This design comes from an exercise in tuning for small area and a short achievable clock period on the open sky130 flow, not from production work. Only simulation tests tie the RTL to the original design; equivalence was not proved. Power and IR drop assume default switching activity.

==> flow/design.v <==
module CPU(
	input sysclk,
	input cpu_resetn,
	output [31:0] imem_addr,
	input  [31:0] imem_rdata,
	output [31:0] dmem_addr,
	output [31:0] dmem_wdata,
	output [3:0]  dmem_wen_n,
	input  [31:0] dmem_rdata,
	output uart_tx
);
	wire [31:0] pc, ins, rreg1, rreg2, imm, ex_result, rmem, nextpc, hc_data;
	wire [6:0] opcode;
	wire [2:0] funct3;
	wire [4:0] srcregnum1, srcregnum2, dstregnum;
	wire rd_enablen, uart_write_enablen;
	wire [3:0] mem_enablen;
	wire [7:0] uart_data;
	assign imem_addr = pc;
	assign ins = imem_rdata;
	decode decode0(
		.ins(ins),
		.opcode(opcode),
		.funct3(funct3),
		.rs1(srcregnum1),
		.rs2(srcregnum2),
		.rd(dstregnum),
		.imm(imm)
	);
	reg_file reg_file0(
		.clk(sysclk),
		.resetn(cpu_resetn),
		.rs1(srcregnum1),
		.rs2(srcregnum2),
		.rd(dstregnum),
		.rd_enablen(rd_enablen),
		.wdata(
			(opcode != 7'b0000011)? ex_result : 
			(funct3 == 3'b000)? {{24{rmem[7]}}, rmem[7:0]} : 
			(funct3 == 3'b001)? {{16{rmem[15]}}, rmem[15:0]} : 
			(funct3 == 3'b010)? rmem : 
			(funct3 == 3'b100)? {24'b0, rmem[7:0]} : 
			(funct3 == 3'b101)? {16'b0, rmem[15:0]} : 
			ex_result
		),
		.rreg1(rreg1),
		.rreg2(rreg2)
	);
	execute execute0(
		.opcode(opcode),
		.funct3(funct3),
		.rs1(rreg1),
		.rs2(rreg2),
		.imm(imm),
		.pc(pc),
		.rd_enablen(rd_enablen),
		.mem_enablen(mem_enablen),
		.result(ex_result),
		.nextpc(nextpc)
	);
	assign dmem_addr = ex_result;
	assign dmem_wdata = rreg2;
	assign dmem_wen_n = mem_enablen;
	assign rmem = (ex_result == 32'hffffff00)? hc_data : dmem_rdata;
	assign uart_data = rreg2[7:0];
	assign uart_write_enablen = (ex_result == 32'hf6fff070)? mem_enablen[0] : 1'b1;
	program_counter program_counter0(
		.clk(sysclk),
		.resetn(cpu_resetn),
		.nextpc(nextpc),
		.pc(pc)
	);
	hardware_counter hardware_counter0(
		.clk(sysclk),
		.resetn(cpu_resetn),
		.counter(hc_data)
	);
	uart uart0(
		.clk(sysclk),
		.resetn(cpu_resetn),
		.uart_enablen(uart_write_enablen),
		.data(uart_data),
		.uart_busy(),
		.uart_tx(uart_tx)
	);
endmodule
module decode(
	input [31:0] ins,
	output [6:0] opcode,
	output [2:0] funct3,
	output [4:0] rs1, rs2, rd,
	output [31:0] imm
);
	wire [31:0] imm_i, imm_s, imm_b, imm_u, imm_j, funct7;
	assign opcode = ins[6:0];
	assign funct3 = ins[14:12];
	assign rs1 = ins[19:15];
	assign rs2 = ins[24:20];
	assign rd = ins[11:7];
	assign imm = select_imm(imm_i, imm_s, imm_b, imm_u, imm_j, funct7);
	assign imm_i = {{20{ins[31]}}, ins[31:20]};
    assign imm_s = {{20{ins[31]}}, ins[31:25], ins[11:7]};
    assign imm_b = {{20{ins[31]}}, ins[7], ins[30:25], ins[11:8], 1'b0};
    assign imm_u = {ins[31:12], 12'b0};
    assign imm_j = {{12{ins[31]}}, ins[19:12], ins[20], ins[30:21], 1'b0};
	assign funct7 = {{25{ins[31]}}, ins[31:25]};
	function [31:0] select_imm;
		input [31:0] imm_i, imm_s, imm_b, imm_u, imm_j, funct7;
		case (ins[6:0])
			7'b0110111:
				select_imm = imm_u;
			7'b0010111:
				select_imm = imm_u;
			7'b1101111:
				select_imm = imm_j;
			7'b1100111:
				select_imm = imm_j;
			7'b1100011:
				select_imm = imm_b;
			7'b0000011:
				select_imm = imm_i;
			7'b0100011:
				select_imm = imm_s;
			7'b0010011:
				select_imm = imm_i;
			7'b0110011:
				select_imm = funct7;
			default:
				select_imm = 32'b0;
		endcase
	endfunction
endmodule
module reg_file (
	input clk,
	input resetn,
	input [4:0] rs1, rs2, rd,
	input rd_enablen,
	input [31:0] wdata,
	output [31:0] rreg1, rreg2
);
	reg [31:0] regfile[1:31];
	reg [31:0] reg0;
	assign rreg1 = (rs1 == 5'd0)? reg0 : regfile[rs1];
	assign rreg2 = (rs2 == 5'd0)? reg0 : regfile[rs2];
	always @(negedge resetn or posedge clk) begin
		if(resetn == 0) reg0 <= 32'h00000000;
	end
	always @(posedge clk) begin
		if(|rd & ~rd_enablen) regfile[rd] <= wdata;
	end
endmodule
module execute (
	input [6:0] opcode,
	input [2:0] funct3,
	input [31:0] rs1, rs2,
	input [31:0] imm,
	input [31:0] pc,
	output rd_enablen,
	output [3:0] mem_enablen,
	output [31:0] result, nextpc
);
	wire [31:0] alu_result;
	wire branch_flag;
	assign result = calc_result(opcode, alu_result, pc + 32'd4);
	assign rd_enablen = calc_rd_enablen(opcode);
	assign mem_enablen = calc_mem_enablen(opcode, funct3);
	assign branch_flag = calc_branch_flag(opcode, |alu_result);
	assign nextpc = (branch_flag)? alu_result : pc + 32'd4;
	function [31:0] calc_result;
		input [6:0] opcode;
		input [31:0] alu_result, pc4;
		case (opcode)
			7'b1101111: calc_result = pc4;
			7'b1100111: calc_result = pc4;
			default: calc_result = alu_result;
		endcase
	endfunction
	function calc_rd_enablen;
		input [6:0] opcode;
		case (opcode)
			7'b1100011: calc_rd_enablen = 1'b1;
			7'b0100011: calc_rd_enablen = 1'b1;
			default: calc_rd_enablen = 1'b0;
		endcase
	endfunction
	function [3:0] calc_mem_enablen;
		input [6:0] opcode;
		input [2:0] funct3;
		if(opcode == 7'b0100011) begin
			case (funct3)
				3'b000: calc_mem_enablen = 4'b1110;
				3'b001: calc_mem_enablen = 4'b1100;
				3'b010: calc_mem_enablen = 4'b0000;
				default: calc_mem_enablen = 4'b1111;
			endcase
		end else begin
			calc_mem_enablen = 4'b1111;
		end
	endfunction
	function calc_branch_flag;
		input [6:0] opcode;
		input alu_result_or;
		case (opcode)
			7'b1101111: calc_branch_flag = 1'b1;
			7'b1100111: calc_branch_flag = 1'b1;
			7'b1100011: calc_branch_flag = alu_result_or;
			default: calc_branch_flag = 1'b0;
		endcase
	endfunction
	alu alu0(
		.opcode(opcode),
		.funct3(funct3),
		.rs1(rs1),
		.rs2(rs2),
		.imm(imm),
		.pc(pc),
		.alu_result(alu_result)
	);
endmodule
module alu (
	input [6:0] opcode,
	input [2:0] funct3,
	input [31:0] rs1,
	input [31:0] rs2,
	input [31:0] imm, 
	input [31:0] pc,
	output [31:0] alu_result
);
	assign alu_result = alu_calc(opcode, funct3, rs1, rs2, imm, pc);
	function [31:0] alu_calc;
		input [6:0] opcode;
		input [2:0] funct3;
		input [31:0] rs1, rs2, imm, pc;
		case (opcode)
			7'b0110111:
				alu_calc = imm;
			7'b0010111:
				alu_calc = pc + imm;
			7'b1101111:
				alu_calc = pc + imm;
			7'b1100111:
				alu_calc = rs1 + imm;
			7'b1100011:
				case (funct3)
					3'b000:	alu_calc = (rs1 == rs2)? pc + imm : 32'b0;
					3'b001:	alu_calc = (rs1 != rs2)? pc + imm : 32'b0;
					3'b100:	alu_calc = ($signed(rs1) < $signed(rs2))? pc + imm : 32'b0;
					3'b101:	alu_calc = ($signed(rs1) >= $signed(rs2))? pc + imm : 32'b0;
					3'b110:	alu_calc = (rs1 < rs2)? pc + imm : 32'b0;
					3'b111:	alu_calc = (rs1 >= rs2)? pc + imm : 32'b0;
					default: alu_calc = 32'b0;
				endcase
			7'b0000011:
				alu_calc = rs1 + imm;
			7'b0100011:
				alu_calc = rs1 + imm;
			7'b0010011:
				case (funct3)
					3'b000:	 
						alu_calc = rs1 + imm;
					3'b010:	 
						alu_calc = $signed(rs1) < $signed(imm);
					3'b011:	 
						alu_calc = rs1 < imm;
					3'b100:	 
						alu_calc = rs1 ^ imm;
					3'b110:	 
						alu_calc = rs1 | imm;
					3'b111:	 
						alu_calc = rs1 & imm;
					3'b001:	 
						alu_calc = rs1 << imm[4:0];
					3'b101:	 
						alu_calc = (imm[10])? $signed(rs1) >>> imm[4:0] : $signed(rs1) >> imm[4:0];
				endcase
			7'b0110011:
				case (funct3)
					3'b000:	 
						alu_calc = (imm[5])? $signed(rs1) - $signed(rs2) : rs1 + rs2;
					3'b010:	 
						alu_calc = $signed(rs1) < $signed(rs2);
					3'b011:	 
						alu_calc = rs1 < rs2;
					3'b100:	 
						alu_calc = rs1 ^ rs2;
					3'b110:	 
						alu_calc = rs1 | rs2;
					3'b111:	 
						alu_calc = rs1 & rs2;
					3'b001:	 
						alu_calc = rs1 << rs2[4:0];
					3'b101:	 
						alu_calc = (imm[5])? $signed(rs1) >>> rs2[4:0] : $signed(rs1) >> rs2[4:0];
				endcase
			default:
				alu_calc = 32'b0;
		endcase
	endfunction
endmodule
module program_counter (
	input clk, resetn,
	input [31:0] nextpc,
	output reg [31:0] pc
);
	always @(negedge resetn or posedge clk) begin
		if (resetn == 0) pc <= 32'h00008000;
		else pc <= nextpc;
	end
endmodule
module hardware_counter (
	input clk, resetn,
	output reg [31:0] counter
);
	always @(posedge clk or negedge resetn) begin
		if(resetn == 0) begin
			counter <= 32'd0;
		end else begin
			counter <= counter + 1;
		end
	end
endmodule
module uart (
	input clk,
	input resetn,
	input uart_enablen,
	input [7:0] data,
	output uart_busy,
	output reg uart_tx
);
	reg [3:0] bitcount;
	reg [8:0] shifter;
	wire sending = |bitcount;
	assign uart_busy = |bitcount[3:1];
	reg [28:0] d;
	wire [28:0] dInc = d[28] ? (115200) : (115200 - 30000000);
	wire [28:0] dNxt = d + dInc;
	always @(posedge clk or negedge resetn) begin
		if(!resetn) begin
			d <= 29'b0;
		end else begin
			d <= dNxt;
		end
	end
	wire ser_clk = ~d[28];
	always @(posedge clk or negedge resetn) begin
		if(!resetn) begin
			uart_tx <= 1;
			bitcount <= 0;
			shifter <= 0;
		end else begin
			if(~uart_enablen & ~uart_busy) begin
				shifter <= {data[7:0], 1'h0};
				bitcount <= (1 + 8 + 2);
			end
			if(sending & ser_clk) begin
				{shifter, uart_tx} <= {1'h1, shifter};
				bitcount <= bitcount - 1;
			end
		end
	end
endmodule
==> flow/run.sh <==
#!/bin/bash
# synth_recipe.tcl (not shown) runs the flow's synth.tcl, then flattens the netlist and writes it again
# the make line also repeats each setting of config.mk as NAME=value (left out here)
make -C /OpenROAD-flow-scripts/flow DESIGN_CONFIG=/design/flow/config.mk WORK_HOME=/design/flow/orfs CLKGATE_MAP_FILE= SYNTH_SCRIPT=/design/flow/synth_recipe.tcl finish
==> flow/config.mk <==
export PLATFORM = sky130hd
export DESIGN_NAME = CPU
export DESIGN_NICKNAME = CPU
export VERILOG_FILES = /design/flow/design.v
export SDC_FILE = /design/flow/constraint.sdc
export NUM_CORES = 4
export LEC_CHECK = 0
export CAP_MARGIN = 20
export CORE_MARGIN = 2
export CORE_UTILIZATION = 40
export PLACE_DENSITY = 0.6
export SETUP_SLACK_MARGIN = 0.5
export SLEW_MARGIN = 20
==> flow/constraint.sdc <==
create_clock -name core_clock -period 12.0 [get_ports {sysclk}]
set_input_delay 2.4000 -clock core_clock [delete_from_list [all_inputs] [get_ports {sysclk}]]
set_output_delay 2.4000 -clock core_clock [all_outputs]
set_load 0.01 [all_outputs]
==> results.txt <==
[sequential cells by signal (all words and copies together), names as in the netlist]
name,cells
uart0.bitcount,4
uart0.uart_tx,1
hardware_counter0.counter,32
reg_file0.regfile,992
program_counter0.pc,32
uart0.shifter,9
uart0.d,22
[synth_stat cells (all sizes together) (51+ instances only)]
library cell	n
o21ai	386
xnor2	117
nand2	479
buf	243
nor2	469
mux2i	507
o22ai	152
a22o	51
a221oi	56
mux4	279
mux2	151
o221ai	117
edfxtp	992
a21oi	509
dfrtp	98
a31oi	60
inv	186
nand4	53
ha	241
a22oi	59
o211ai	63
clkbuf	292
a211oi	115
nor3	142
nand3	143
a21o	58
[what timing repair did]
| item | in CTS | in global routing |
|---|---|---|
| pin swaps | 5 | 27 |
| gates cloned | 1 | 12 |
| setup buffers | 5 | 43 |
| endpoints found under the setup margin | 277 | 25 |
| hold endpoints to repair | 0 | 0 |
| resized for setup | 68 | 102 |
[metrics by stage]
step | total power (W) | utilization [%] | area (sq um) | setup slack (ns)
floorplan | 0.00608 | - | 75000 | -0.130
global placement | 0.00803 | 46.0 | 85500 | -1.22
detailed placement | 0.00801 | 46.0 | 85500 | -0.517
CTS | 0.0115 | 48.2 | 89600 | 0.432
global route | 0.0120 | 48.9 | 90900 | 0.403
finish | 0.0117 | 48.9 | 90900 | 0.415
[cell type report]
| type | instances | share of cell area [%] |
|---|---|---|
| multi-input cells | 5040 | 44.7 |
| flip-flops and latches | 1092 | 35.5 |
| repair buffers | 1109 | 11.5 |
| well taps | 2480 | 3.41 |
| clock buffers | 141 | 3.20 |
| clock inverters | 64 | 0.828 |
| inverters | 188 | 0.783 |
| diodes | 18 | 0.0495 |
[critical path: cells and delay by family]
kind	cells	cell delay, ns
buffers and inverters	11	2.63
multiplexers	2	0.47
AO/OA/AOI/OAI	7	2.55
AND/OR/NAND/NOR	2	1.09
[power by group through the flow]
stage          clock network, W  logic (W)  registers, W
3_5_place_dp                  0    0.00359       0.00442
2_1_floorplan                 0    0.00171       0.00437
3_3_place_gp                  0    0.00361       0.00442
5_1_grt                 0.00371    0.00391       0.00434
6_report                0.00353    0.00386       0.00434
4_1_cts                 0.00356    0.00363       0.00434
[kinds of logic after synthesis]
kind of cell / count (synthesis) / share of synthesized area (%)
adders and majority gates: 246 / 4.14
muxes: 937 / 17.5
AOI/OAI and AO/OA: 2081 / 18.8
xor gates and xnor gates: 165 / 1.93
and+or+nand+nor: 1611 / 10.2
DFF: 1092 / 43.1
buffers and inverters: 723 / 4.37
[routing by layer]
layer	routed length, um	global-route usage (%)
met1	163000	54.9
met2	191000	66.5
met3	43200	9.82
met4	36300	29.5
met5	111	0
[path summary, 6_finish.rpt]
check | to | depth (start not counted) | slack (ns)
min reg2reg | uart0.shifter[4] | 2 | 0.48
max reg2reg | reg_file0.regfile[27][26] | 32 | 3.04
max in group asynchronous | hardware_counter0.counter[4] | 2 | 9.02
min | uart0.shifter[4] | 2 | 0.48
min in group asynchronous | uart0.shifter[4] | 1 | 1.52
max | dmem_addr[27] | 22 | 0.42
==> impl_results.md <==
* Crit-path slowest cell: a31oi_1
* WL/cell at 42.7 um
* Sequential area share after synthesis at 43.1%
* Router iterations before antenna repair at 6
* Clock Skews at 0.128 ns
* Vias in the first global route at 66500
* Iteration-0 DRC Markers at 10100
* Clock transition at path regs at 0.10 ns
* Area leader, netlist: edfxtp_1
* Hold Startpoint: uart0.shifter[5]
* Layout cells sized above 1 at 23.5%
* Die area at 191000 sq um
* Clock Power Share at 30.1%
* Combinational share of power at 32.9%
* VDD IR max at 0.180 mV
* Remaining global-route overflow at 0
* Yosys top cell area share at 39.7%
* Crit-path max FO at 13
* Site row count at 158
* Fin Hold WS at 0.480 ns
* DRC Markers at 0
* Final Cycle Share at 96.5%
* Via Count at 70400
* IO Count at 167
* Die X at 437 um
* EDFF count, synth at 992
* Post-Syn Instances at 6855
* TritonCTS Buffers at 112
* Hold Vio Cnt, Final at 0
* Hold-fix buffers at CTS at 0
* Seq cells post-synth at 1092
* Sequential power share at 37.0%
* CP required at 9.60 ns
* Setup TNS at 0 ns
* Post-synthesis to final-layout area growth at 21.3%
* RSZ-0062 raised after global routing: true
* Final Critical Period at 11.58 ns
* WP data arrival at 9.18 ns
* Final setup fails at 0
* Max stage delay on crit path at 1.12 ns
* Worst skew pair latency at 0.84 ns
* Cell Pwr Density at 129 nW/um^2
* HP Class: reg -> reg
* Int Pwr at 0.00751 W
* Status: complete, no violations
* Vias/cell at 6.95
* Mapped Area at 75000 sq um
* CP most frequent cell: buf_4
* Synth warn at 7
* Largest net degree at the start of global routing at 106
* DRT Wirelength at 433000 um
* Switching Share at 35.9%
* Die Y at 437 um
* Startpoint type of the worst setup path: primary input
* Async S/R FF share, synth at 9.16%
* NumNets Final at 7854
* Relative slew slack at 12.3%
* Fmax at 0.0863 GHz
* Initial core utilization at 40.4%
* Fillers at 16800
* Distinct cell type count after synthesis at 111
* Hpwl dp at 318000 um
* Count of input and output buffers at 166
* Commonest non-fill, non-tap cell in the layout: edfxtp_1
* Top post-synthesis cells by area: edfxtp_1 (40%), mux4_2 (8.4%), mux2i_1 (6.7%), ha_1 (4.0%), a21oi_1 (3.4%)
* P_leak at 33.7 nW
* Max Cap Violations at 0
* Placer Congestion at 1.10
* Setup crit start: imem_rdata[15]
* Initial antenna violation count at 30
* Critical path cell sequence: buf_16, buf_16, buf_12, or3b_4, buf_4, buf_4, o22ai_1, a2111oi_1, buf_4, nor3_4, buf_4, buf_4, inv_2, o21ai_0, a21oi_1, mux2i_1, o211ai_1, a31oi_1, a31oi_2, buf_4, mux2i_1, clkdlybuf4s50_1
* Crit end category: output pin
* Multi-input logic area at 40700 sq um
* First-pass GRT wire length at 573000 um
* Switching power at 0.00421 W
* Critical path type: in -> out
* Syn nets at 7166
* Sequential cell area at 32300 sq um
* Worst Tran Pin Value at 1.31 ns
* Number of max-slew violations in the final report at 0
* Root buffer cell: clkbuf_16
* Most common flop cell mapped by yosys: edfxtp_1
* Mapped Avg Cell Area at 10.9 sq um
* Worst r2r src: reg_file0.regfile[31][9]
* TritonCTS clock tree: done
* Placed cell count at 9847
* Core area at 186000 sq um
* TritonCTS Sinks at 1092
* Max Root-Sink Buffers at 3
* Commonest cells after routing, fill and taps aside: edfxtp_1 (992), buf_4 (817), mux2i_1 (503)
* Routed Antenna Nets at 0
* Cell Count, Final, Fillers Out at 10100
* H-tree depth at 3
* Total track usage at 43.5%

separate check: timing with driven ports:
No port has a modelled driver above. Below, the same layout with a new extraction and two added sets of constraints.
Step 1, drivers: a clkbuf_16 drives sysclk and a buf_2 each remaining input, both assumed.
Step 2 moves the port delays by t, midway between the first and last clock arrival at a register: inputs arrive t later, outputs are due t later. That takes back most of the time a late clock gives input paths.
a / b / c = ideal ports / drivers / drivers and shift; a / b = the first two.
shift t [ns]: 0.861
slack for setup (ns): 0.415 / 0.272 / 0.272
latest minus earliest clock arrival (ns): 0.128 / 0.128
slew at the worst register clock pin (ns): 0.10 / 0.10
After both steps setup and hold are still met in this run. For this run, drivers alone change the setup slack by -0.143 ns; drivers and shift together by -0.143 ns.
